Context: an optimization exercise on an open-source flow, tuned for small area. The choices shown serve that exercise and are no tape-out recipe.
Only simulation tests tie the RTL to the original design; equivalence was not proved.
In every run shown here, the design's own scripts or RTL, not TritonCTS, make the clock network.
The flow treats the clock pin as an ideal source. Dropping or thinning the clock tree relies on that and would not hold on a real chip.
No activity file was given, so power comes from the tool's default toggle rates.

`design.v`:
```
module reuleaux(input logic clk, input logic rst_n, input logic [2:0] colour,
                input logic [7:0] centre_x, input logic [6:0] centre_y, input logic [7:0] diameter,
                input logic start, output logic done,
                output logic [7:0] vga_x, output logic [6:0] vga_y,
                output logic [2:0] vga_colour, output logic vga_plot);
     logic       dflt;       
     logic [1:0] circ;       
     logic [2:0] oct;        
     logic [2:0] bc;         
     logic [7:0] ox, oy, m;  
     logic       ms;         
     logic [6:0] srx, sry;   
     logic [1:0] dl;         
     logic       c1, c2, ca, cb, cx_c, cy_c, cm;       
     logic       gl, gh, gy;                           
     logic       lb;         
     logic clr, idle, ini, b0, b7, o0, o1, o7;
     assign clr  = (circ == 2'd3) & !oct[2] & !oct[1];
     assign idle = (circ == 2'd3) & oct[2];
     assign ini  = (circ == 2'd3) & oct[1];
     assign b0  = (bc == 3'd0);
     assign b7  = (bc == 3'd7);
     assign o0  = (circ == 2'd0) && (oct == 3'd0);    
     assign o1  = (circ == 2'd0) && (oct == 3'd1);
     assign o7  = (circ == 2'd2) && (oct == 3'd7);
     logic [2:0] bn;
     logic k80, k80n, dn, xb, yb, d0, hb;
     assign bn   = bc + 3'd1;
     assign k80  = (bc == 3'd4) | (bc == 3'd6);             
     assign k80n = (bn == 3'd4) | (bn == 3'd6);
     assign dn = dflt ? k80n : diameter[bn];              
     assign xb = dflt ? k80 : centre_x[bc];
     assign yb = b7 ? 1'b0 : (dflt ? ((bc >= 3'd2) & (bc <= 3'd5)) : centre_y[bc]);    
     assign d0 = !dflt & diameter[0];
     assign hb = b7 ? 1'b0 : dn;          
     logic x1b, x2b, k1, k2, ta, tb, ty, yc, y1b;
     assign k1  = b0 ? d0 : c1;
     assign x1b = xb ^ hb ^ k1;
     assign k2  = b0 ? 1'b1 : c2;
     assign x2b = xb ^ ~hb ^ k2;
     assign ta  = b0 ? 1'b0 : dl[1];                      
     assign ty  = yb ^ ta ^ (ca & !b0);
     assign tb  = (bc >= 3'd3) & !dflt & diameter[{1'b0, bn[1:0]}];    
     assign yc  = cb & !b0;
     assign y1b = b7 ? 1'b0 : (ty ^ tb ^ yc ^ ((bc == 3'd6) & d0));    
     logic cxb, cyb, lob, hib;
     always_comb begin
          case (circ)
               2'd0: begin cxb = x1b; cyb = y1b; end
               2'd1: begin cxb = x2b; cyb = y1b; end
               default: begin cxb = xb; cyb = (bc == 3'd0) | (bc == 3'd1) | (bc == 3'd2) | (bc == 3'd4); end   
          endcase
     end
     assign lob = (circ == 2'd1) ? xb : x2b;
     assign hib = (circ == 2'd0) ? xb : x1b;
     logic ab, bb, sx, sy, kx, ky, pxb, pyb, ax, by;
     assign sx  = oct[1];
     assign sy  = oct[2];
     assign ab  = oct[0] ? oy[0] : ox[0];
     assign bb  = oct[0] ? ox[0] : oy[0];
     assign ax  = ab ^ sx;
     assign by  = bb ^ sy;
     assign kx  = b0 ? sx : cx_c;
     assign ky  = b0 ? sy : cy_c;
     assign pxb = cxb ^ ax ^ kx;
     assign pyb = cyb ^ by ^ ky;
     logic gl_n, gh_n, gy_n, lp_n, yp, yq;
     assign gl_n = (pxb ^ lob) ? pxb : (b0 | gl);           
     assign gh_n = (pxb ^ hib) ? hib : (b0 | gh);           
     assign yp   = circ[1] ? pyb : y1b;
     assign yq   = circ[1] ? y1b : pyb;
     assign gy_n = (yp ^ yq) ? yp : (b0 | gy);              
     assign lp_n = (ox[0] ^ oy[0]) ? ox[0] : (b0 | lb);     
     logic x_on, y_on, y_23, draw_ok;
     assign x_on = !pxb | (!srx[6] & !srx[5]);                     
     assign y_on = !pyb & !(sry[6] & sry[5] & sry[4] & sry[3]);    
     assign y_23 = pyb | sry[6] | sry[5] | (sry[4] & (sry[3] | (sry[2] & sry[1] & sry[0])));
     assign draw_ok = (circ != 2'd3) && b7 && x_on && y_on && gl_n && gh_n && gy_n && (lp_n || !o0) && (circ[1] || y_23);
     logic c_on, lz;
     assign c_on = (!bc[0] | (!srx[6] & !srx[5])) & !(sry[6] & sry[5] & sry[4] & sry[3]);
     assign lz   = !bc[0] && (srx == 7'd0) && (sry == 7'd0);
     assign vga_x      = {clr ? bc[0] : pxb, srx};
     assign vga_y      = sry;
     assign vga_colour = clr ? 3'b000 : colour;
     assign vga_plot   = clr ? c_on : draw_ok;
     assign done       = idle;
     logic kc, kb, oy_n, ox_n, mop, mk, m_n, mc;
     assign kc   = o7 & (b0 | cm);
     assign kb   = o7 & (b0 ? ms : lb);
     assign oy_n = oy[0] ^ kc;
     assign ox_n = ox[0] ^ kb;
     assign mop  = o1 ? !oy[0] : (o0 & ms & ox[0]);
     assign mk   = b0 ? (o1 & (d0 ^ oy[0])) : (cm & !o7);
     assign m_n  = m[0] ^ mop ^ mk;
     assign mc   = (m[0] & mop) | (mk & (m[0] ^ mop));
     always_ff @(posedge clk) begin
          bc   <= bc + 3'd1;
          dl   <= {dl[0], dn};
          c1   <= (xb & hb) | (k1 & (xb ^ hb));
          c2   <= (xb & ~hb) | (k2 & (xb ^ ~hb));
          ca   <= (yb & ta) | ((ca & !b0) & (yb ^ ta));
          cb   <= (ty & tb) | (yc & (ty ^ tb));
          cx_c <= (cxb & ax) | (kx & (cxb ^ ax));
          cy_c <= (cyb & by) | (ky & (cyb ^ by));
          gl   <= gl_n;
          gh   <= gh_n;
          gy   <= gy_n;
          lb   <= o7 ? (!ox[0] & kb) : lp_n;
          cm   <= o7 ? (oy[0] & kc) : mc;
          oy   <= {ini ? 1'b0 : oy_n, oy[7:1]};
          ox   <= {ini ? (b0 ? d0 : dl[0]) : ox_n, ox[7:1]};
          m    <= {ini ? hb : m_n, m[7:1]};
          if (ini) ms <= 1'b0;
          else if (b7) ms <= ms ^ o1 ^ mc;
          srx  <= {clr ? sry[0] : pxb, srx[6:1]};
          sry  <= {clr ? !(srx[0] ^ srx[1] ^ srx[2] ^ sry[5]) : pyb, sry[6:1]};
          if (!rst_n) begin
               dflt   <= 1'b1;
               circ   <= 2'd3;
               oct    <= 3'd0;
               srx[0] <= 1'b0;
          end else if (idle) begin
               if (start) begin
                    dflt <= 1'b0;
                    oct  <= 3'b010;
                    bc   <= 3'd0;
               end
          end else if (clr) begin
               if (lz) begin
                    oct[0] <= 1'b1;
                    if (oct[0]) begin
                         oct  <= 3'b010;
                         bc   <= 3'd0;
                    end
               end
          end else if (b7) begin
               if (ini) begin
                    circ <= 2'd0;
                    oct  <= 3'd0;
               end else if (o0 && !lp_n) begin
                    circ <= 2'd3;
                    oct  <= 3'b100;
               end else begin
                    oct <= oct + 3'd1;
                    if (oct == 3'd7) circ <= (circ == 2'd2) ? 2'd0 : circ + 2'd1;
               end
          end
     end
endmodule
```
`flow/run.sh`:
```
#!/bin/bash
# The standard layout (standard.sh), with three changes:
#  - synthesis maps the logic with an area-oriented ABC script (flow/abc_area.script)
#    and leaves adders to ABC instead of mapping them to full-adder cells first;
#    registers are mapped exactly as in the standard synthesis;
#  - the port buffers are the smallest buffer cell;
#  - the clock tree is built by flow/cts.tcl in place of TritonCTS: one root
#    buffer and four leaf buffers, one per quarter of the registers.
# Each step's output goes to its own log file here.
set -euo pipefail
rm -rf synth_scripts
cp -r "$FLOW_HOME/scripts" synth_scripts
cp flow/abc_area.script synth_scripts/abc_speed.script
bash standard.sh "SCRIPTS_DIR=$PWD/synth_scripts" 'ADDER_MAP_FILE=' synth > standard_synth.log 2>&1
B='BUFFER_PORTS_ARGS=-buffer_cell sky130_fd_sc_hd__buf_1'
bash standard.sh "$B" place > standard_place.log 2>&1
RDIR="$PWD/orfs/results/$FLOW_PLATFORM/reuleaux/base" LEAVES=4 LEAFBUF=sky130_fd_sc_hd__clkbuf_8 \
  ROOTBUF=sky130_fd_sc_hd__clkbuf_4 openroad -exit flow/cts.tcl > cts.log 2>&1
bash standard.sh "$B" finish > standard_finish.log 2>&1
```
`flow/abc_area.script`:
```
strash
dch -f
amap
strash
dch -f
amap
strash
dch -f
amap
topo
dnsize -c
```
`flow/cts.tcl`:
```
# Clock tree: the registers are split by place into groups (halves, then
# quarters); each group gets a leaf buffer at its centre, and the leaves hang
# off one root buffer at their centre (or, with no root, off the clock port).
set pdir $::env(FLOW_HOME)/platforms/sky130hd
set rdir $::env(RDIR)
read_liberty $pdir/lib/sky130_fd_sc_hd__tt_025C_1v80.lib
read_db $rdir/3_place.odb
read_sdc $rdir/3_place.sdc
source $pdir/setRC.tcl
set block [ord::get_db_block]
set db [ord::get_db]
set clk [$block findNet clk]

proc centre {its} {
  set sx 0; set sy 0
  foreach it $its {
    set bb [[$it getInst] getBBox]
    set sx [expr {$sx + ([$bb xMin] + [$bb xMax]) / 2}]
    set sy [expr {$sy + ([$bb yMin] + [$bb yMax]) / 2}]
  }
  set n [llength $its]
  return [list [expr {$sx / $n}] [expr {$sy / $n}]]
}
# split a list of iterms in two by the median of x (axis 0) or y (axis 1)
proc split2 {its axis} {
  set keyed {}
  foreach it $its {
    set bb [[$it getInst] getBBox]
    if {$axis == 0} { set k [expr {[$bb xMin] + [$bb xMax]}] } else { set k [expr {[$bb yMin] + [$bb yMax]}] }
    lappend keyed [list $k $it]
  }
  set keyed [lsort -integer -index 0 $keyed]
  set h [expr {[llength $keyed] / 2}]
  set a {}; set b {}
  foreach p [lrange $keyed 0 [expr {$h - 1}]] { lappend a [lindex $p 1] }
  foreach p [lrange $keyed $h end] { lappend b [lindex $p 1] }
  return [list $a $b]
}
proc add_buf {name master its loc} {
  set block [ord::get_db_block]
  set buf [odb::dbInst_create $block [[ord::get_db] findMaster $master] $name]
  set net [odb::dbNet_create $block net_$name]
  $net setSigType CLOCK
  foreach it $its { $it disconnect; $it connect $net }
  [$buf findITerm X] connect $net
  $buf setLocation [lindex $loc 0] [lindex $loc 1]
  $buf setPlacementStatus PLACED
  return $buf
}

set sinks [$clk getITerms]
set groups [list $sinks]
set nl $::env(LEAVES)
if {$nl >= 2} { set groups [split2 $sinks 0] }
if {$nl >= 4} {
  set g {}
  foreach grp $groups { foreach s [split2 $grp 1] { lappend g $s } }
  set groups $g
}
set leaves {}
set i 0
foreach grp $groups {
  set b [add_buf clkbuf_leaf_$i $::env(LEAFBUF) $grp [centre $grp]]
  lappend leaves [$b findITerm A]
  puts "leaf $i: [llength $grp] registers"
  incr i
}
if {$::env(ROOTBUF) ne "none"} {
  set r [add_buf clkbuf_root $::env(ROOTBUF) $leaves [centre $leaves]]
  [$r findITerm A] connect $clk
} else {
  foreach a $leaves { $a connect $clk }
}
detailed_placement
check_placement -verbose
set_propagated_clock [all_clocks]
estimate_parasitics -placement
report_clock_skew
write_db $rdir/4_1_cts.odb
write_sdc $rdir/4_cts.sdc
```
`standard.sh`:
```
#!/bin/bash
# synth_recipe.tcl (not shown) runs the flow's synth.tcl, then flattens the netlist and writes it again
# the make line also repeats each setting of config.mk as NAME=value (left out here)
make -C /OpenROAD-flow-scripts/flow DESIGN_CONFIG=/design/flow/config.mk WORK_HOME=/design/flow/orfs CLKGATE_MAP_FILE= SYNTH_SCRIPT=/design/flow/synth_recipe.tcl "${@:-finish}"
```
`config.mk`:
```
export PLATFORM = sky130hd
export DESIGN_NAME = reuleaux
export DESIGN_NICKNAME = reuleaux
export VERILOG_FILES = /design/flow/design.v
export SDC_FILE = /design/flow/constraint.sdc
export NUM_CORES = 4
export LEC_CHECK = 0
export CAP_MARGIN = 20
export CORE_MARGIN = 2
export CORE_UTILIZATION = 40
export SLEW_MARGIN = 20
```
`constraint.sdc`:
```
create_clock -name core_clock -period 18.0 [get_ports {clk}]
set_input_delay 3.6000 -clock core_clock [delete_from_list [all_inputs] [get_ports {clk}]]
set_output_delay 3.6000 -clock core_clock [all_outputs]
set_load 0.01 [all_outputs]
```
==> results of run 1 <==
-- cells in the final DEF, fill, tap and decap left out, types with 5 or more instances in the layout --
cell type and n:
nor3_1 13, clkinv_1 39, dfxtp_1 61, a31oi_1 7, a21oi_1 18, nor2b_1 5, o221ai_1 5, a211oi_1 6
nand2_1 29, nor2_1 52, o21ai_0 26, o22ai_1 11, buf_1 48
-- worst max path at each step --
stage	start	to	slack (ns)	cells past startpoint
after global placement	centre_y[5]	vga_plot	6.86	26
final	centre_y[5]	vga_plot	6.76	26
after global routing	centre_y[5]	vga_plot	6.26	26
after detailed placement	centre_y[5]	vga_plot	6.75	26
after floorplan	centre_y[0]	vga_plot	7.63	24
-- worst max-delay path: stages --
cell and delay [ns]:
buf_1 0.07, a21oi_1 0.13, nor3_1 0.07, o22a_1 0.15, o21ai_0 0.28, nor2_1 0.07
a21oi_1 0.17, nand2_1 0.09, o21a_1 0.11, o21ai_0 0.25, nor2_1 0.07, a21oi_1 0.16
nor2_1 0.06, a211oi_1 0.44, o32a_1 0.24, nand2_1 0.06, o21ai_0 0.13, nor2_1 0.09
a21oi_1 0.23, clkinv_1 0.19, nor2_1 0.15, nor3_1 0.06, a221oi_1 0.34, o2111ai_1 0.15
o21ai_0 0.10, buf_1 0.18
-- power breakdown --
part / total, mW / internal, mW / switching, mW
registers: 0.191 / 0.168 / 0.0229
clock network: 0.0610 / 0.0227 / 0.0383
logic: 0.137 / 0.0501 / 0.0867
total: 0.389 / 0.241 / 0.148
-- cells by family (layout without fill, tap and decap cells) --
kind of cell | after synthesis | after routing | synth area share [%]
DFF | 61 | 61 | 50.8
AOI/OAI and AO/OA | 90 | 90 | 23.7
buffers and inverters | 39 | 93 | 6.08
and+or+nand+nor | 110 | 110 | 19.4
-- flip-flops by register name, summed over array words and instances, names as in the netlist, 3 cells and up --
register,flops
m,8
oct,3
sry,7
ox,8
srx,7
oy,8
bc,3
-- final cells by class --
type,instances,share of cell area [%]
sequential,61,44.4
multi-input combinational,200,37.8
timing repair buffer,49,6.82
inverter,39,5.32
tap,75,3.41
buffer,5,2.27
-- routing by layer --
metal | up-vias | share of wire (%) | wire length, um
met2 | 50 | 46 | 2520
met4 | 0 | 1.5 | 84
met3 | 10 | 4.6 | 252
li1 | 1179 | - | -
met1 | 967 | 48 | 2640
met5 | - | 0 | 0
==> summary.txt, run 1 <==
Worst setup path
  • Setup crit end kind: primary output
  • Reg2Reg Depth: 25
  • Worst r2r src: bc[0]
  • R2R setup slack: 12.98 ns
  • Worst Path Max Fanout: 3
  • Startpoint Class: primary input
  • Worst r2r dst: gy
  • Worst endpoint required time: 14.40 ns
  • Worst setup path category: in -> out
  • Worst Path Arrival: 7.64 ns

Finish
  • Footprint of the multi-input gates: 1040 um^2
  • Fin area: 2750 um^2
  • Area Overhead vs Synth: 14.3%
  • Fin util: 47.0%
  • Sequential cell area: 1220 um^2
  • Post-route insts no fill: 429
  • Net count reported at finish: 385
  • Antenna Cells: 0
  • # fillers: 591
  • Share of cells above drive strength 1: 1.69%

Global route
  • Met3 Usage GRT: 1.87%
  • Largest net degree at the start of global routing: 17
  • Initial antenna violation count: 0
  • GR Util met2: 29.0%
  • M1 GR Usage: 22.5%
  • First-pass GRT wire length: 8980 um
  • Tot GR Track Use: 16.6%
  • Grt ovf: 0
  • GRT busiest layer: met2
  • Vias in the first global route: 1980

Timing
  • Worst-Margin Slew: 0.800 ns
  • Max Slew Vio Count: 0
  • FMAX: 89.0 MHz
  • Setup violators final: 0
  • Fin Hold WS: 0.332 ns
  • Final Cycle Share: 62.4%
  • Setup WS post-layout: 6.76 ns
  • Setup TNS: 0 ns
  • Final hold vios: 0
  • Clock Skews: 0.00628 ns
  • Fin crit period: 11.24 ns
  • Slew Limit Headroom: 46.2%
  • RSZ-0062 raised after global routing: no

Pwr
  • Peak VDD IR: 0.108 mV
  • Pwr per Cell Area: 141 nW/um^2
  • P_leak: 0.983 nW
  • Overall Power: 0.389 mW

Synthesis
  • Sequential-to-total area share from yosys stat: 50.8%
  • Count of cell types in the netlist: 26
  • Syn Area/Cell: 8.02 um^2
  • Most area-consuming cells after synthesis: dfxtp_1, nor2_1, clkinv_1, o21ai_0, nand2_1
  • EDFF count, synth: 0
  • Cell taking the most area after synthesis: dfxtp_1
  • Synth warn: 1
  • Syn nets: 329
  • Commonest cells post-synth: dfxtp_1, nor2_1, clkinv_1
  • Synthesized area: 2410 um^2
  • Top FF cell, synth: dfxtp_1
  • Post-synth ARST share: 0%
  • Synth Register Bits: 61
  • Synth Instances: 300
  • Synth top area share: 50.8%
  • Most frequent cell after synthesis: dfxtp_1

Outcome
  • Status: timing/DRC/antenna clean

Placed design
  • # placed instances: 424
  • Port Buffers: 48
  • Area after DPL: 2690 um^2
  • Final GP Congestion: 0.904
  • Pre-CTS WS: 6.75 ns
  • HPWL Detailed: 4300 um

Floorplanning
  • Die ar.: 6650 um^2
  • Core area: 5850 um^2
  • I/O pin count: 49
  • Die Y-Extent: 81.6 um
  • Core Rows: 28
  • Starting Density: 41.1%
  • Die Width: 81.6 um

Min path
  • Hold path startpoint: oy[1]
  • Min-delay worst type: reg -> reg
  • Hold depth: 0
  • Hold path endpoint: oy[0]

Route
  • Detail Route Antenna Nets: 0
  • Final WL: 5490 um
  • DR vias: 2206
  • First-iteration detailed-routing DRC count: 75
  • DR pass1 iterations: 4
  • DR DRC count: 0
  • Vias/cell: 5.14
  • Wire length per cell: 12.8 um

Clock tree
  • Worst-path clk slew: 0.09 ns
  • Worst-skew pair later-pin latency: 0.36 ns

Run
  • # Max-Cap Violations: 0
==> run 2: changes to the inputs <==
--- a/design.v
+++ b/design.v
@@ -15,8 +15,9 @@
      logic       gl, gh, gy;                           
      logic       lb;         
-     logic clr, idle, ini, b0, b7, o0, o1, o7;
+     logic clr, idle, ini, pre, b0, b7, o0, o1, o7;
      assign clr  = (circ == 2'd3) & !oct[2] & !oct[1];
      assign idle = (circ == 2'd3) & oct[2];
-     assign ini  = (circ == 2'd3) & oct[1];
+     assign ini  = (circ == 2'd3) & oct[1] & !oct[0];
+     assign pre  = (circ == 2'd3) & oct[1] & oct[0];
      assign b0  = (bc == 3'd0);
      assign b7  = (bc == 3'd7);
@@ -25,5 +26,5 @@
      assign o7  = (circ == 2'd2) && (oct == 3'd7);
      logic [2:0] bn;
-     logic k80, k80n, dn, xb, yb, d0, hb;
+     logic k80, k80n, dn, xb, yb, hb;
      assign bn   = bc + 3'd1;
      assign k80  = (bc == 3'd4) | (bc == 3'd6);             
@@ -32,8 +33,7 @@
      assign xb = dflt ? k80 : centre_x[bc];
      assign yb = b7 ? 1'b0 : (dflt ? ((bc >= 3'd2) & (bc <= 3'd5)) : centre_y[bc]);    
-     assign d0 = !dflt & diameter[0];
      assign hb = b7 ? 1'b0 : dn;          
      logic x1b, x2b, k1, k2, ta, tb, ty, yc, y1b;
-     assign k1  = b0 ? d0 : c1;
+     assign k1  = b0 ? dl[0] : c1;                       
      assign x1b = xb ^ hb ^ k1;
      assign k2  = b0 ? 1'b1 : c2;
@@ -41,7 +41,9 @@
      assign ta  = b0 ? 1'b0 : dl[1];                      
      assign ty  = yb ^ ta ^ (ca & !b0);
-     assign tb  = (bc >= 3'd3) & !dflt & diameter[{1'b0, bn[1:0]}];    
+     logic [3:0] d9;
+     assign d9  = {diameter[3] ^ diameter[0], diameter[2:0]};        
+     assign tb  = (bc >= 3'd3) & !dflt & d9[bn[1:0]];    
      assign yc  = cb & !b0;
-     assign y1b = b7 ? 1'b0 : (ty ^ tb ^ yc ^ ((bc == 3'd6) & d0));    
+     assign y1b = b7 ? 1'b0 : (ty ^ tb ^ yc);
      logic cxb, cyb, lob, hib;
      always_comb begin
@@ -91,5 +93,5 @@
      assign ox_n = ox[0] ^ kb;
      assign mop  = o1 ? !oy[0] : (o0 & ms & ox[0]);
-     assign mk   = b0 ? (o1 & (d0 ^ oy[0])) : (cm & !o7);
+     assign mk   = b0 ? (o1 & (dl[0] ^ oy[0])) : (cm & !o7);
      assign m_n  = m[0] ^ mop ^ mk;
      assign mc   = (m[0] & mop) | (mk & (m[0] ^ mop));
@@ -109,5 +111,5 @@
           cm   <= o7 ? (oy[0] & kc) : mc;
           oy   <= {ini ? 1'b0 : oy_n, oy[7:1]};
-          ox   <= {ini ? (b0 ? d0 : dl[0]) : ox_n, ox[7:1]};
+          ox   <= {ini ? dl[0] : ox_n, ox[7:1]};
           m    <= {ini ? hb : m_n, m[7:1]};
           if (ini) ms <= 1'b0;
@@ -123,17 +125,15 @@
                if (start) begin
                     dflt <= 1'b0;
-                    oct  <= 3'b010;
-                    bc   <= 3'd0;
+                    oct  <= 3'b011;
                end
           end else if (clr) begin
                if (lz) begin
                     oct[0] <= 1'b1;
-                    if (oct[0]) begin
-                         oct  <= 3'b010;
-                         bc   <= 3'd0;
-                    end
+                    if (oct[0]) oct <= 3'b011;
                end
           end else if (b7) begin
-               if (ini) begin
+               if (pre) begin
+                    oct  <= 3'b010;
+               end else if (ini) begin
                     circ <= 2'd0;
                     oct  <= 3'd0;
--- a/config.mk
+++ b/config.mk
@@ -9,3 +9,4 @@
 export CORE_MARGIN = 2
 export CORE_UTILIZATION = 40
+export GPL_TIMING_DRIVEN = 0
 export SLEW_MARGIN = 20
==> run 2 against run 1 <==
Net effect: total power down 18%; final area fell by 0.96%; first-iteration DRC count rose by 72%; sequential power increased by 3%; synthesized cell count is 3.3% lower; critical path type unchanged.
==> summary.txt, run 2 <==
Outcome
  • Status: timing/DRC/antenna clean

Global route
  • Vias in the first global route: 1942 (-1.9%)
  • Grt ovf: 0 (unchanged)
  • First-pass GRT wire length: 9050 um (+0.77%)
  • Largest net degree at the start of global routing: 17 (unchanged)
  • Tot GR Track Use: 16.8% (+0.12 points)
  • Initial antenna violation count: 0 (unchanged)

Timing
  • Final Cycle Share: 61.6% (-0.87 points)
  • Worst-Margin Slew: 0.936 ns (+0.137 ns)
  • Max Slew Vio Count: 0 (unchanged)
  • Fin crit period: 11.08 ns (-0.156 ns)
  • RSZ-0062 raised after global routing: no
  • Final hold vios: 0 (unchanged)
  • FMAX: 90.2 MHz (+1.4%)
  • Slew Limit Headroom: 37.3% (-8.9 points)
  • Setup TNS: 0 ns (unchanged)
  • Clock Skews: 0.0135 ns (+0.00720 ns)
  • Setup violators final: 0 (unchanged)

Synthesis
  • Adder-cell share of the synthesized area: 0% (unchanged)
  • Synth Register Bits: 61 (unchanged)
  • Synthesized area: 2380 um^2 (-1.1%)
  • Commonest cells post-synth: dfxtp_1, nor2_1, clkinv_1
  • Synth warn: 1 (unchanged)
  • Post-synthesis mux area share: 0% (unchanged)
  • Count of cell types in the netlist: 35 (+35%)
  • Syn nets: 319 (-3.0%)
  • Synth Area in Compound Gates: 22.1% (-1.6 points)
  • Top FF cell, synth: dfxtp_1
  • Largest family of logic cells by synthesized area: compound AO/OA/AOI/OAI gates
  • Post-synth ARST share: 0% (unchanged)
  • Post-Synth XOR/XNOR Area: 0% (unchanged)
  • Sequential-to-total area share from yosys stat: 51.3% (+0.56 points)
  • Most frequent cell after synthesis: dfxtp_1
  • Synth top area share: 51.3% (+0.56 points)
  • Simple-Gate Fraction of Synth Area: 21.3% (+1.9 points)
  • Most area-consuming cells after synthesis: dfxtp_1, nor2_1, clkinv_1, o21ai_0, a21oi_1
  • Synth Instances: 290 (-3.3%)
  • Cell taking the most area after synthesis: dfxtp_1
  • Syn Area/Cell: 8.21 um^2 (+2.3%)
  • EDFF count, synth: 0 (unchanged)

Min path
  • Min-delay worst type: reg -> reg

Worst setup path
  • Worst Setup SP: diameter[0]
  • Worst r2r dst: gy
  • Worst setup path category: in -> out
  • Worst endpoint required time: 14.40 ns (about the same)
  • Worst Path Max Fanout: 5 (+2)
  • Reg2Reg Depth: 23 (-8.0%)
  • Worst Path Arrival: 7.48 ns (-0.16 ns)
  • Slowest CP cell: o21ai_0
  • Crit path cell chain: buf_1 -> o22ai_1 -> a2111oi_0 -> nor3_1 -> a211oi_1 -> nand2_1 -> clkinv_1 -> nor2_1 -> a21oi_1 -> clkinv_1 -> o21ai_0 -> nor2_1 -> nor3_1 -> a21oi_1 -> o21ai_0 -> o21ai_0 -> a21oi_1 -> o2111ai_1 -> o32ai_1 -> buf_1
  • Setup crit end kind: primary output
  • Critical Path Stages: 20 (-23%)
  • Startpoint Class: primary input
  • Crit path capture: vga_plot
  • WP buf/inv: 4 (+1)
  • Crit-path leading delay family: compound AO/OA/AOI/OAI gates
  • R2R setup slack: 13.03 ns (+0.05 ns)
  • Max stage delay on crit path: 0.48 ns (+0.04 ns)
  • Worst r2r src: bc[1]

Route
  • Max Used Layer: met4
  • WL met1: 2710 um (+2.8%)
  • Final WL: 5260 um (-4.2%)
  • Detail Route Antenna Nets: 0 (unchanged)
  • Wire length per cell: 12.6 um (-1.7%)
  • Vias/cell: 5.11 (-0.53%)
  • DR vias: 2138 (-3.1%)
  • Metal2 WL: 2210 um (-12%)
  • DR DRC count: 0 (unchanged)
  • DR WL met3: 240 um (-4.8%)
  • DR pass1 iterations: 4 (unchanged)
  • First-iteration detailed-routing DRC count: 129 (+72%)

Pwr
  • P_leak: 0.945 nW (-3.8%)
  • Pwr per Cell Area: 118 nW/um^2 (-17%)
  • Peak VDD IR: 0.0941 mV (-13%)

Floorplanning
  • Core area: 5850 um^2 (unchanged)
  • Die Y-Extent: 81.1 um (-0.52%)
  • I/O pin count: 49 (unchanged)
  • Die Width: 81.1 um (-0.52%)
  • Core Rows: 28 (unchanged)
  • Starting Density: 40.7% (-0.45 points)
  • Die ar.: 6580 um^2 (-1.0%)

Finish
  • Antenna Cells: 0 (unchanged)
  • Commonest non-fill, non-tap cell in the layout: dfxtp_1
  • Fin area: 2720 um^2 (-0.96%)
  • Largest regs: m: 8 flops, ox: 8 flops, oy: 8 flops
  • Most frequent cells in the layout: dfxtp_1, nor2_1, buf_1
  • Area Overhead vs Synth: 14.5%
  • Net count reported at finish: 374 (-2.9%)
  • # fillers: 603 (+2.0%)
  • Share of cells above drive strength 1: 1.75% (+0.054 points)

Placed design
  • Area after DPL: 2660 um^2 (-0.98%)
  • Final GP Congestion: 0.805 (-11%)
  • HPWL Detailed: 3960 um (-7.8%)
  • Port Buffers: 48 (unchanged)

Run
  • # Max-Cap Violations: 0 (unchanged)

Clock tree
  • Worst-path clk slew: 0.09 ns (about the same)
  • Worst-skew pair later-pin latency: 0.38 ns (+0.02 ns)
[run 2: power breakdown]
part           switching, mW  total (mW)  internal, mW
Combinational         0.0373      0.0623        0.0250
Sequential            0.0231       0.196         0.173
Clock                 0.0399      0.0625        0.0227
[run 2: logic make-up after synthesis]
family / after synthesis
buffers and inverters: 33
flip-flops: 61
AO/OA/AOI/OAI: 83
AND/OR/NAND/NOR: 113
[run 2: layer usage]
metal	global-route usage, %	vias to the layer above
met5	0	-
met4	3.05	0
met3	1.22	9
met2	26.9	47
met1	24.9	938
li1	-	1144
[run 2: final cells by class]
cell class / count / area [um^2] / area share, %
Timing Repair Buffer: 48 / 180 / 6.61
Buffer: 5 / 62.6 / 2.30
Tap cell: 75 / 93.8 / 3.45
Inverter: 33 / 124 / 4.55
Sequential cell: 61 / 1220 / 44.8
Multi-Input combinational cell: 196 / 1040 / 38.3
[run 2: worst reg2reg max path, cell delays in order (launching register included)]
cell and delay, ns:
dfxtp_1 0.38, nor2_1 0.23, clkinv_1 0.20, nor2_1 0.75, clkinv_1 0.52, nand2_1 0.24, nor2_1 0.06, a21oi_1 0.15
o21ai_0 0.12, nor2_1 0.13, a21oi_1 0.07, and3_1 0.20, nor3_1 0.43, o32a_1 0.23, nand2_1 0.06, o21ai_0 0.13
nor2_1 0.09, a21oi_1 0.20, clkinv_1 0.14, nor2_1 0.15, nor3_1 0.06, a22oi_1 0.20, o21ai_0 0.14, clkinv_1 0.06
[run 2: how the worst min path moves through the flow]
stage / from / cells past startpoint / end
2_1_floorplan: m[1] / 0 / m[0]
3_3_place_gp: oy[7] / 0 / oy[6]
3_5_place_dp: m[3] / 0 / m[2]
5_1_grt: m[3] / 0 / m[2]
6_report: oy[2] / 0 / oy[1]
[run 2: through the flow]
stage | setup slack (ns) | total power, mW | utilization (%) | instances | hold slack, ns
detailed placement | 6.88 | 0.261 | 45.5 | 413 | 0.312
finish | 6.92 | 0.321 | 46.6 | 418 | 0.332
global route | 6.24 | 0.342 | 46.6 | 418 | 0.337
global placement | 6.91 | 0.260 | 45.4 | 413 | 0.310
floorplan | 7.74 | 0.235 | - | 290 | 0.310
==> run 3: changes to the inputs <==
--- a/config.mk
+++ b/config.mk
@@ -9,4 +9,3 @@
 export CORE_MARGIN = 2
 export CORE_UTILIZATION = 40
-export GPL_TIMING_DRIVEN = 0
 export SLEW_MARGIN = 20
==> run 3 against run 2 <==
Net effect: wire length rose by 0.21%; register-to-register slack improved by 0.35 ns; sequential power barely moved; critical path depth did not move; utilization rose by 0.13 points; sequential share of layout area fell by 0.12 points; clock power fell by 2%; largest cell class unchanged; total power fell by 0.91%; worst hold slack barely moved; die area did not move.
==> summary.txt, run 3 <==
Outcome
  • Status: timing/DRC/antenna clean

Timing
  • Setup violators final: 0 (unchanged)
  • Clock Skews: 0.0143 ns (+0.000822 ns)
  • FMAX: 91.9 MHz (+1.8%)
  • Worst-Margin Slew: 0.900 ns (-0.0365 ns)
  • Fin crit period: 10.89 ns (-0.196 ns)
  • Max Slew Vio Count: 0 (unchanged)
  • Final hold vios: 0 (unchanged)
  • Setup TNS: 0 ns (unchanged)
  • Slew Limit Headroom: 39.5% (+2.2 points)
  • Fin Hold WS: 0.332 ns (-0.0000700 ns)
  • Setup WS post-layout: 7.11 ns (+0.196 ns)
  • Final Cycle Share: 60.5% (-1.1 points)
  • RSZ-0062 raised after global routing: no

Synthesis
  • Synthesized area: 2380 um^2 (unchanged)
  • Top FF cell, synth: dfxtp_1
  • Synth Area in Compound Gates: 22.1% (unchanged)
  • Post-synth ARST share: 0% (unchanged)
  • Count of cell types in the netlist: 35 (unchanged)
  • Post-Synth XOR/XNOR Area: 0% (unchanged)
  • EDFF count, synth: 0 (unchanged)
  • Synth Instances: 290 (unchanged)
  • Simple-Gate Fraction of Synth Area: 21.3% (unchanged)
  • Syn nets: 319 (unchanged)
  • Synth Register Bits: 61 (unchanged)
  • Most area-consuming cells after synthesis: dfxtp_1, nor2_1, clkinv_1, o21ai_0, a21oi_1
  • Synth top area share: 51.3% (unchanged)
  • Post-synthesis mux area share: 0% (unchanged)
  • Largest family of logic cells by synthesized area: compound AO/OA/AOI/OAI gates
  • Most frequent cell after synthesis: dfxtp_1
  • Cell taking the most area after synthesis: dfxtp_1
  • Synth warn: 1 (unchanged)
  • Adder-cell share of the synthesized area: 0% (unchanged)
  • Sequential-to-total area share from yosys stat: 51.3% (unchanged)
  • Commonest cells post-synth: dfxtp_1, nor2_1, clkinv_1
  • Syn Area/Cell: 8.21 um^2 (unchanged)

Route
  • DR pass1 iterations: 4 (unchanged)
  • Vias/cell: 5.22 (+2.0%)
  • Wire length per cell: 12.6 um (-0.27%)
  • DR vias: 2192 (+2.5%)
  • DR DRC count: 0 (unchanged)
  • Final WL: 5270 um (+0.21%)
  • First-iteration detailed-routing DRC count: 85 (-34%)
  • Detail Route Antenna Nets: 0 (unchanged)

Floorplanning
  • Die ar.: 6580 um^2 (unchanged)
  • Starting Density: 40.7% (unchanged)
  • I/O pin count: 49 (unchanged)
  • Die Width: 81.1 um (unchanged)
  • Core area: 5850 um^2 (unchanged)
  • Die Y-Extent: 81.1 um (unchanged)
  • Core Rows: 28 (unchanged)

Min path
  • Hold path endpoint: m[4]
  • Min-delay worst type: reg -> reg
  • Hold depth: 0 (unchanged)
  • Hold path startpoint: m[5]

Worst setup path
  • Worst setup path category: in -> out
  • Worst r2r dst: gh
  • Crit-path leading delay family: compound AO/OA/AOI/OAI gates
  • Worst r2r src: bc[0]
  • Worst Path Max Fanout: 5 (unchanged)
  • R2R setup slack: 13.38 ns (+0.35 ns)
  • Worst Path Arrival: 7.29 ns (-0.19 ns)
  • Max stage delay on crit path: 0.41 ns (-0.07 ns)
  • Reg2Reg Depth: 21 (-8.7%)
  • Crit path cell chain: buf_1 -> o22ai_1 -> a2111oi_0 -> nor3_1 -> a211oi_1 -> nand2_1 -> clkinv_1 -> nor2_1 -> a21oi_1 -> clkinv_1 -> o21ai_0 -> nor2_1 -> nor3_1 -> a21oi_1 -> o21ai_0 -> o21ai_0 -> a21oi_1 -> o2111ai_1 -> o32ai_1 -> buf_1
  • Startpoint Class: primary input
  • Worst endpoint required time: 14.40 ns (about the same)
  • WP buf/inv: 4 (unchanged)
  • Slowest CP cell: o21ai_0
  • Setup crit end kind: primary output

Run
  • # Max-Cap Violations: 0 (unchanged)

Finish
  • Largest regs: m: 8 flops, ox: 8 flops, oy: 8 flops
  • # fillers: 616 (+2.2%)
  • Antenna Cells: 0 (unchanged)
  • Net count reported at finish: 376 (+0.53%)
  • Share of cells above drive strength 1: 2.03% (+0.28 points)
  • Commonest non-fill, non-tap cell in the layout: dfxtp_1
  • Area Overhead vs Synth: 14.8%
  • Sequential cell area: 1220 um^2 (unchanged)
  • Footprint of the multi-input gates: 1030 um^2 (-0.72%)
  • Most frequent cells in the layout: dfxtp_1, nor2_1, buf_1

Global route
  • First-pass GRT wire length: 8660 um (-4.3%)
  • Initial antenna violation count: 0 (unchanged)
  • Grt ovf: 0 (unchanged)
  • Largest net degree at the start of global routing: 17 (unchanged)
  • Vias in the first global route: 1952 (+0.51%)
  • Tot GR Track Use: 16.1% (-0.67 points)

Clock tree
  • Worst-skew pair later-pin latency: 0.36 ns (-0.02 ns)
  • Worst-path clk slew: 0.08 ns (about the same)

Pwr
  • Peak VDD IR: 0.104 mV (+10%)
  • Pwr per Cell Area: 116 nW/um^2 (-1.2%)
  • P_leak: 0.955 nW (+0.99%)

Placed design
  • Pre-CTS WS: 7.12 ns (+0.238 ns)
  • HPWL Detailed: 4090 um (+3.2%)
  • Port Buffers: 48 (unchanged)
  • Final GP Congestion: 0.812 (+0.89%)
run 3: logic make-up after synthesis:
| logic type | after synthesis |
|---|---|
| simple gates | 113 |
| flops | 61 |
| compound gates | 83 |
| buf+inv | 33 |
run 3: layout make-up:
| type | instances | share of cell area [%] |
|---|---|---|
| flip-flops and latches | 61 | 44.7 |
| multi-input cells | 196 | 37.9 |
| repair buffers | 50 | 7.15 |
| inverters | 33 | 4.54 |
| well taps | 75 | 3.44 |
| plain buffers | 5 | 2.29 |
run 3: stage by stage:
stage,total power [mW],std cells,instance area [um^2],utilization (%)
floorplan,0.235,290,2380,-
global placement,0.260,415,2670,45.6
detailed placement,0.261,415,2670,45.6
global route,0.338,420,2730,46.7
finish,0.318,420,2730,46.7
run 3: per-layer routing:
| layer | global-route usage (%) | share of wire [%] | vias to the layer above |
|---|---|---|---|
| li1 | - | - | 1147 |
| met1 | 22.8 | 48 | 980 |
| met2 | 27.5 | 45 | 57 |
| met3 | 1.22 | 5.4 | 8 |
| met4 | 2.20 | 1.5 | 0 |
| met5 | 0 | 0 | - |
run 3: how the worst max path moves through the flow:
| stage | start | endpoint | cells past startpoint | slack [ns] |
|---|---|---|---|---|
| 2_1_floorplan | centre_y[1] | vga_plot | 22 | 7.74 |
| 3_3_place_gp | centre_y[1] | vga_plot | 24 | 7.15 |
| 3_5_place_dp | centre_y[1] | vga_plot | 24 | 7.12 |
| 5_1_grt | diameter[0] | vga_plot | 20 | 6.54 |
| 6_report | diameter[0] | vga_plot | 20 | 7.11 |
run 3: where the power goes:
part           switching, mW  internal [mW]  leakage (nW)
Clock                 0.0384         0.0227        0.0334
Sequential            0.0222          0.173         0.504
Combinational         0.0367         0.0250         0.418
Total                 0.0973          0.221         0.955
==> run 4: changes to the inputs <==
--- a/config.mk
+++ b/config.mk
@@ -6,6 +6,6 @@
 export NUM_CORES = 4
 export LEC_CHECK = 0
-export CAP_MARGIN = 20
+export CAP_MARGIN = 0
 export CORE_MARGIN = 2
 export CORE_UTILIZATION = 40
-export SLEW_MARGIN = 20
+export SLEW_MARGIN = 0
==> run 4 against run 3 <==
Net effect: critical path type unchanged; register-to-register slack hardly changed; clock skew is the same; synthesized area stayed put; clock power barely moved; still clean; synthesized cell count did not move; largest power group unchanged; utilization unchanged; via count stayed put; critical path depth unchanged; critical endpoint unchanged; final area unchanged.
==> summary.txt, run 4 <==
Synthesis
  • Most frequent cell after synthesis: dfxtp_1
  • Synth top area share: 51.3% (unchanged)
  • Sequential-to-total area share from yosys stat: 51.3% (unchanged)
  • Synth Instances: 290 (unchanged)
  • Syn Area/Cell: 8.21 um^2 (unchanged)
  • Cell taking the most area after synthesis: dfxtp_1
  • Count of cell types in the netlist: 35 (unchanged)
  • EDFF count, synth: 0 (unchanged)
  • Post-synth ARST share: 0% (unchanged)
  • Most area-consuming cells after synthesis: dfxtp_1, nor2_1, clkinv_1, o21ai_0, a21oi_1
  • Commonest cells post-synth: dfxtp_1, nor2_1, clkinv_1
  • Synthesized area: 2380 um^2 (unchanged)
  • Synth Register Bits: 61 (unchanged)
  • Syn nets: 319 (unchanged)
  • Synth warn: 1 (unchanged)
  • Top FF cell, synth: dfxtp_1

Run
  • # Max-Cap Violations: 0 (unchanged)

Timing
  • Worst-Margin Slew: 0.900 ns (unchanged)
  • Max Slew Vio Count: 0 (unchanged)
  • RSZ-0062 raised after global routing: no
  • Final Cycle Share: 60.5% (unchanged)
  • Clock Skews: 0.0143 ns (unchanged)
  • Final hold vios: 0 (unchanged)
  • Setup TNS: 0 ns (unchanged)
  • FMAX: 91.9 MHz (unchanged)
  • Setup violators final: 0 (unchanged)
  • Slew Limit Headroom: 39.5% (unchanged)
  • Fin crit period: 10.89 ns (unchanged)

Route
  • Detail Route Antenna Nets: 0 (unchanged)
  • DR vias: 2192 (unchanged)
  • Wire length per cell: 12.6 um (unchanged)
  • First-iteration detailed-routing DRC count: 85 (unchanged)
  • DR pass1 iterations: 4 (unchanged)
  • DR DRC count: 0 (unchanged)
  • Vias/cell: 5.22 (unchanged)
  • Final WL: 5270 um (unchanged)

Global route
  • First-pass GRT wire length: 8660 um (unchanged)
  • Grt ovf: 0 (unchanged)
  • Vias in the first global route: 1952 (unchanged)
  • Tot GR Track Use: 16.1% (unchanged)
  • Initial antenna violation count: 0 (unchanged)
  • Largest net degree at the start of global routing: 17 (unchanged)

Worst setup path
  • Slowest CP cell: o21ai_0
  • Setup crit end kind: primary output
  • Worst setup path category: in -> out
  • Max stage delay on crit path: 0.41 ns (about the same)
  • Critical Path Stages: 20 (unchanged)
  • Worst endpoint required time: 14.40 ns (about the same)
  • Startpoint Class: primary input
  • Reg2Reg Depth: 21 (unchanged)
  • Crit path cell chain: buf_1 -> o22ai_1 -> a2111oi_0 -> nor3_1 -> a211oi_1 -> nand2_1 -> clkinv_1 -> nor2_1 -> a21oi_1 -> clkinv_1 -> o21ai_0 -> nor2_1 -> nor3_1 -> a21oi_1 -> o21ai_0 -> o21ai_0 -> a21oi_1 -> o2111ai_1 -> o32ai_1 -> buf_1
  • Worst Path Max Fanout: 5 (unchanged)
  • WP buf/inv: 4 (unchanged)
  • Crit-path leading delay family: compound AO/OA/AOI/OAI gates
  • Worst Path Arrival: 7.29 ns (about the same)

Finish
  • Commonest non-fill, non-tap cell in the layout: dfxtp_1
  • Net count reported at finish: 376 (unchanged)
  • Antenna Cells: 0 (unchanged)
  • Sequential cell area: 1220 um^2 (unchanged)
  • Area Overhead vs Synth: 14.8% (unchanged)
  • Footprint of the multi-input gates: 1030 um^2 (unchanged)
  • # fillers: 616 (unchanged)
  • Largest regs: m: 8 flops, ox: 8 flops, oy: 8 flops
  • Share of cells above drive strength 1: 2.03% (unchanged)
  • Most frequent cells in the layout: dfxtp_1, nor2_1, buf_1

Placed design
  • Final GP Congestion: 0.812 (unchanged)
  • Port Buffers: 48 (unchanged)
  • HPWL Detailed: 4090 um (unchanged)

Floorplanning
  • Die Y-Extent: 81.1 um (unchanged)
  • Die Width: 81.1 um (unchanged)
  • Core Rows: 28 (unchanged)
  • I/O pin count: 49 (unchanged)
  • Die ar.: 6580 um^2 (unchanged)
  • Starting Density: 40.7% (unchanged)
  • Core area: 5850 um^2 (unchanged)

Min path
  • Min-delay worst type: reg -> reg
  • Hold depth: 0 (unchanged)

Outcome
  • Status: timing/DRC/antenna clean

Clock tree
  • Worst-path clk slew: 0.08 ns (about the same)
  • Worst-skew pair later-pin latency: 0.36 ns (about the same)

Pwr
  • Pwr per Cell Area: 116 nW/um^2 (unchanged)
  • P_leak: 0.955 nW (unchanged)
  • Overall Power: 0.318 mW (unchanged)
  • Peak VDD IR: 0.104 mV (unchanged)
==> run 4: cell counts after synthesis <==
No cell type changed its count.
==> run 4: final timing paths <==
| check | start | end | slack, ns |
|---|---|---|---|
| worst max-delay path | diameter[0] | vga_plot | 7.11 |
| worst min-delay path | m[5] | m[4] | 0.33 |
| worst max register to register | bc[0] | gh | 13.38 |
| worst min register to register | m[5] | m[4] | 0.33 |
==> run 4: area by class of cell <==
cell class              instances  area share, %
flip-flops and latches         61           44.7
multi-input cells             196           37.9
repair buffers                 50           7.15
inverters                      33           4.54
well taps                      75           3.44
plain buffers                   5           2.29
==> run 4: kinds of logic after synthesis <==
group	after synthesis	share of synthesized area, %
flip-flops	61	51.3
AO/OA/AOI/OAI	83	22.1
buffers and inverters	33	5.21
AND/OR/NAND/NOR	113	21.3
==> run 4: metal layers <==
metal | part of all wire [%] | up-vias | global-route usage [%]
met2 | 45 | 57 | 27.5
met3 | 5.4 | 8 | 1.22
met1 | 48 | 980 | 22.8
met5 | 0 | - | 0
li1 | - | 1147 | -
met4 | 1.5 | 0 | 2.20
==> run 4: stage by stage <==
stage	area, um^2	setup slack (ns)	cells	hold WS [ns]	util, %
after floorplan	2380	7.74	290	0.310	-
after global placement	2670	7.15	415	0.310	45.6
after detailed placement	2670	7.12	415	0.312	45.6
after global routing	2730	6.54	420	0.339	46.7
final	2730	7.11	420	0.332	46.7
==> run 4: where the power goes <==
part           switching (mW)  total [mW]  internal [mW]
clock network          0.0384      0.0611         0.0227
logic                  0.0367      0.0617         0.0250
registers              0.0222       0.195          0.173
==> run 5: changes to the inputs <==
--- a/config.mk
+++ b/config.mk
@@ -9,3 +9,4 @@
 export CORE_MARGIN = 2
 export CORE_UTILIZATION = 40
+export GPL_TIMING_DRIVEN = 0
 export SLEW_MARGIN = 0
==> run 5 against run 4 <==
Net effect: still clean; utilization down 0.26 points; register-to-register slack lost 0.32 ns; clock power is 0.8% higher; synthesized area is the same; sequential power is essentially flat; sequential cell count unchanged; clock skew rose by 0.0023 ns; wire length is 0.17% lower; via count fell by 2.6%; total power rose by 0.47%; critical endpoint unchanged; largest cell class unchanged; highest routed layer unchanged.
==> summary.txt, run 5 <==
Outcome
  • Status: timing/DRC/antenna clean

Synthesis
  • Synth warn: 1 (unchanged)
  • Post-synth ARST share: 0% (unchanged)
  • Cell taking the most area after synthesis: dfxtp_1
  • Commonest cells post-synth: dfxtp_1, nor2_1, clkinv_1
  • Synthesized area: 2380 um^2 (unchanged)
  • Top FF cell, synth: dfxtp_1
  • Most frequent cell after synthesis: dfxtp_1
  • Syn Area/Cell: 8.21 um^2 (unchanged)
  • EDFF count, synth: 0 (unchanged)
  • Synth Register Bits: 61 (unchanged)
  • Sequential-to-total area share from yosys stat: 51.3% (unchanged)
  • Syn nets: 319 (unchanged)
  • Synth top area share: 51.3% (unchanged)
  • Most area-consuming cells after synthesis: dfxtp_1, nor2_1, clkinv_1, o21ai_0, a21oi_1
  • Synth Instances: 290 (unchanged)
  • Count of cell types in the netlist: 35 (unchanged)

Global route
  • Initial antenna violation count: 0 (unchanged)
  • Largest net degree at the start of global routing: 17 (unchanged)
  • First-pass GRT wire length: 8790 um (+1.5%)
  • Vias in the first global route: 1888 (-3.3%)
  • Tot GR Track Use: 16.3% (+0.24 points)
  • Grt ovf: 0 (unchanged)

Worst setup path
  • Slowest CP cell: o21ai_0
  • Crit path cell chain: buf_1 -> o22ai_1 -> a2111oi_0 -> nor3_1 -> a211oi_1 -> nand2_1 -> clkinv_1 -> nor2_1 -> a21oi_1 -> clkinv_1 -> o21ai_0 -> nor2_1 -> nor3_1 -> a21oi_1 -> o21ai_0 -> o21ai_0 -> a21oi_1 -> o2111ai_1 -> o32ai_1 -> buf_1
  • Max stage delay on crit path: 0.47 ns (+0.06 ns)
  • Worst Path Arrival: 7.62 ns (+0.33 ns)
  • Crit-path leading delay family: compound AO/OA/AOI/OAI gates
  • WP buf/inv: 4 (unchanged)
  • Worst Path Max Fanout: 5 (unchanged)
  • Worst setup path category: in -> out
  • Startpoint Class: primary input
  • Setup crit end kind: primary output
  • Worst endpoint required time: 14.40 ns (about the same)

Timing
  • FMAX: 89.1 MHz (-3.0%)
  • Final hold vios: 0 (unchanged)
  • Clock Skews: 0.0166 ns (+0.00234 ns)
  • Worst-Margin Slew: 1.20 ns (+0.303 ns)
  • Final Cycle Share: 62.4% (+1.9 points)
  • Setup violators final: 0 (unchanged)
  • Slew Limit Headroom: 18.8% (-21 points)
  • Fin crit period: 11.22 ns (+0.337 ns)
  • Setup TNS: 0 ns (unchanged)
  • Setup WS post-layout: 6.78 ns (-0.337 ns)
  • Max Slew Vio Count: 0 (unchanged)
  • RSZ-0062 raised after global routing: no

Floorplanning
  • Core Rows: 28 (unchanged)
  • I/O pin count: 49 (unchanged)
  • Starting Density: 40.7% (unchanged)
  • Die Y-Extent: 81.1 um (unchanged)
  • Die Width: 81.1 um (unchanged)
  • Die ar.: 6580 um^2 (unchanged)
  • Core area: 5850 um^2 (unchanged)

Pwr
  • P_leak: 0.945 nW (-1.0%)
  • Peak VDD IR: 0.0846 mV (-18%)
  • Pwr per Cell Area: 118 nW/um^2 (+1.0%)

Min path
  • Min-delay worst type: reg -> reg

Run
  • # Max-Cap Violations: 0 (unchanged)

Finish
  • Net count reported at finish: 374 (-0.53%)
  • # fillers: 607 (-1.5%)
  • Largest regs: m: 8 flops, ox: 8 flops, oy: 8 flops
  • Commonest non-fill, non-tap cell in the layout: dfxtp_1
  • Share of cells above drive strength 1: 1.46% (-0.57 points)
  • Most frequent cells in the layout: dfxtp_1, nor2_1, buf_1
  • Area Overhead vs Synth: 14.1%
  • Antenna Cells: 0 (unchanged)

Placed design
  • Pre-CTS WS: 6.81 ns (-0.306 ns)
  • Port Buffers: 48 (unchanged)
  • HPWL Detailed: 4010 um (-1.9%)
  • Final GP Congestion: 0.805 (-0.89%)

Clock tree
  • Worst-skew pair later-pin latency: 0.37 ns (about the same)
  • Worst-path clk slew: 0.09 ns (about the same)

Route
  • First-iteration detailed-routing DRC count: 128 (+51%)
  • DR DRC count: 0 (unchanged)
  • Vias/cell: 5.11 (-2.2%)
  • DR vias: 2134 (-2.6%)
  • Wire length per cell: 12.6 um (+0.31%)
  • DR pass1 iterations: 4 (unchanged)
  • Detail Route Antenna Nets: 0 (unchanged)
  • Final WL: 5260 um (-0.17%)
-- run 5: kinds of logic after synthesis --
group | after synthesis | share of synthesized area [%]
AOI/OAI and AO/OA | 83 | 22.1
and+or+nand+nor | 113 | 21.3
DFF | 61 | 51.3
buffers and inverters | 33 | 5.21
-- run 5: layer usage --
| layer | vias up | wire (um) | global-route usage, % |
|---|---|---|---|
| li1 | 1147 | - | - |
| met1 | 941 | 2800 | 24.6 |
| met2 | 39 | 2210 | 26.3 |
| met3 | 7 | 197 | 1.11 |
| met4 | 0 | 62 | 2.20 |
| met5 | - | 0 | 0 |
-- run 5: area by class of cell --
cell class	instances	area, um^2	share of cell area [%]
plain buffers	5	62.6	2.30
inverters	33	124	4.56
multi-input cells	196	1030	38.1
flip-flops and latches	61	1220	45.0
well taps	75	93.8	3.45
repair buffers	48	180	6.63
-- run 5: report_power, final --
part / total (mW) / internal, mW / switching [mW] / leakage (nW)
Sequential: 0.195 / 0.173 / 0.0225 / 0.504
Combinational: 0.0624 / 0.0250 / 0.0374 / 0.408
Clock: 0.0616 / 0.0227 / 0.0389 / 0.0334
-- run 5: final timing paths --
check | start | end | slack (ns) | depth (start not counted)
worst max-delay path | diameter[0] | vga_plot | 6.78 | 20
worst min-delay path | m[5] | m[4] | 0.33 | 0
worst max register to register | bc[1] | gy | 13.06 | 23
worst min register to register | m[5] | m[4] | 0.33 | 0
-- run 5: stage by stage --
step / util [%] / power [mW] / instances / hold slack, ns / cell area (um^2)
after floorplan: - / 0.235 / 290 / 0.310 / 2380
after global placement: 45.4 / 0.260 / 413 / 0.310 / 2650
final: 46.4 / 0.319 / 418 / 0.330 / 2720
after detailed placement: 45.4 / 0.261 / 413 / 0.312 / 2650
after global routing: 46.4 / 0.341 / 418 / 0.337 / 2720

==> separate check: timing with driven ports <==
Ports are ideal in the flow. The routed layouts listed here were re-timed in OpenROAD. Step 1, drivers: a clkbuf_16 drives clk and a buf_2 each remaining input, both assumed. Step 2 times the ports against the registers' clock, not the clock port: input delays grow and output delays shrink by t, the midpoint of the rising clock arrivals with the driver on. Three values: ideal, step 1, step 2; two values: the first two.
run | shift t [ns] | slack for setup (ns) | worst register clock-pin slew, ns
run 1 | 0.384 | 6.761 / 6.739 / 6.739 | 0.09 / 0.09
run 2 | 0.398 | 6.917 / 6.891 / 6.891 | 0.10 / 0.10
run 3 | 0.382 | 7.113 / 7.087 / 7.087 | 0.10 / 0.10
run 4 | 0.382 | 7.113 / 7.087 / 7.087 | 0.10 / 0.10
run 5 | 0.386 | 6.777 / 6.751 / 6.751 | 0.10 / 0.10
After both steps setup and hold are still met in every run listed.
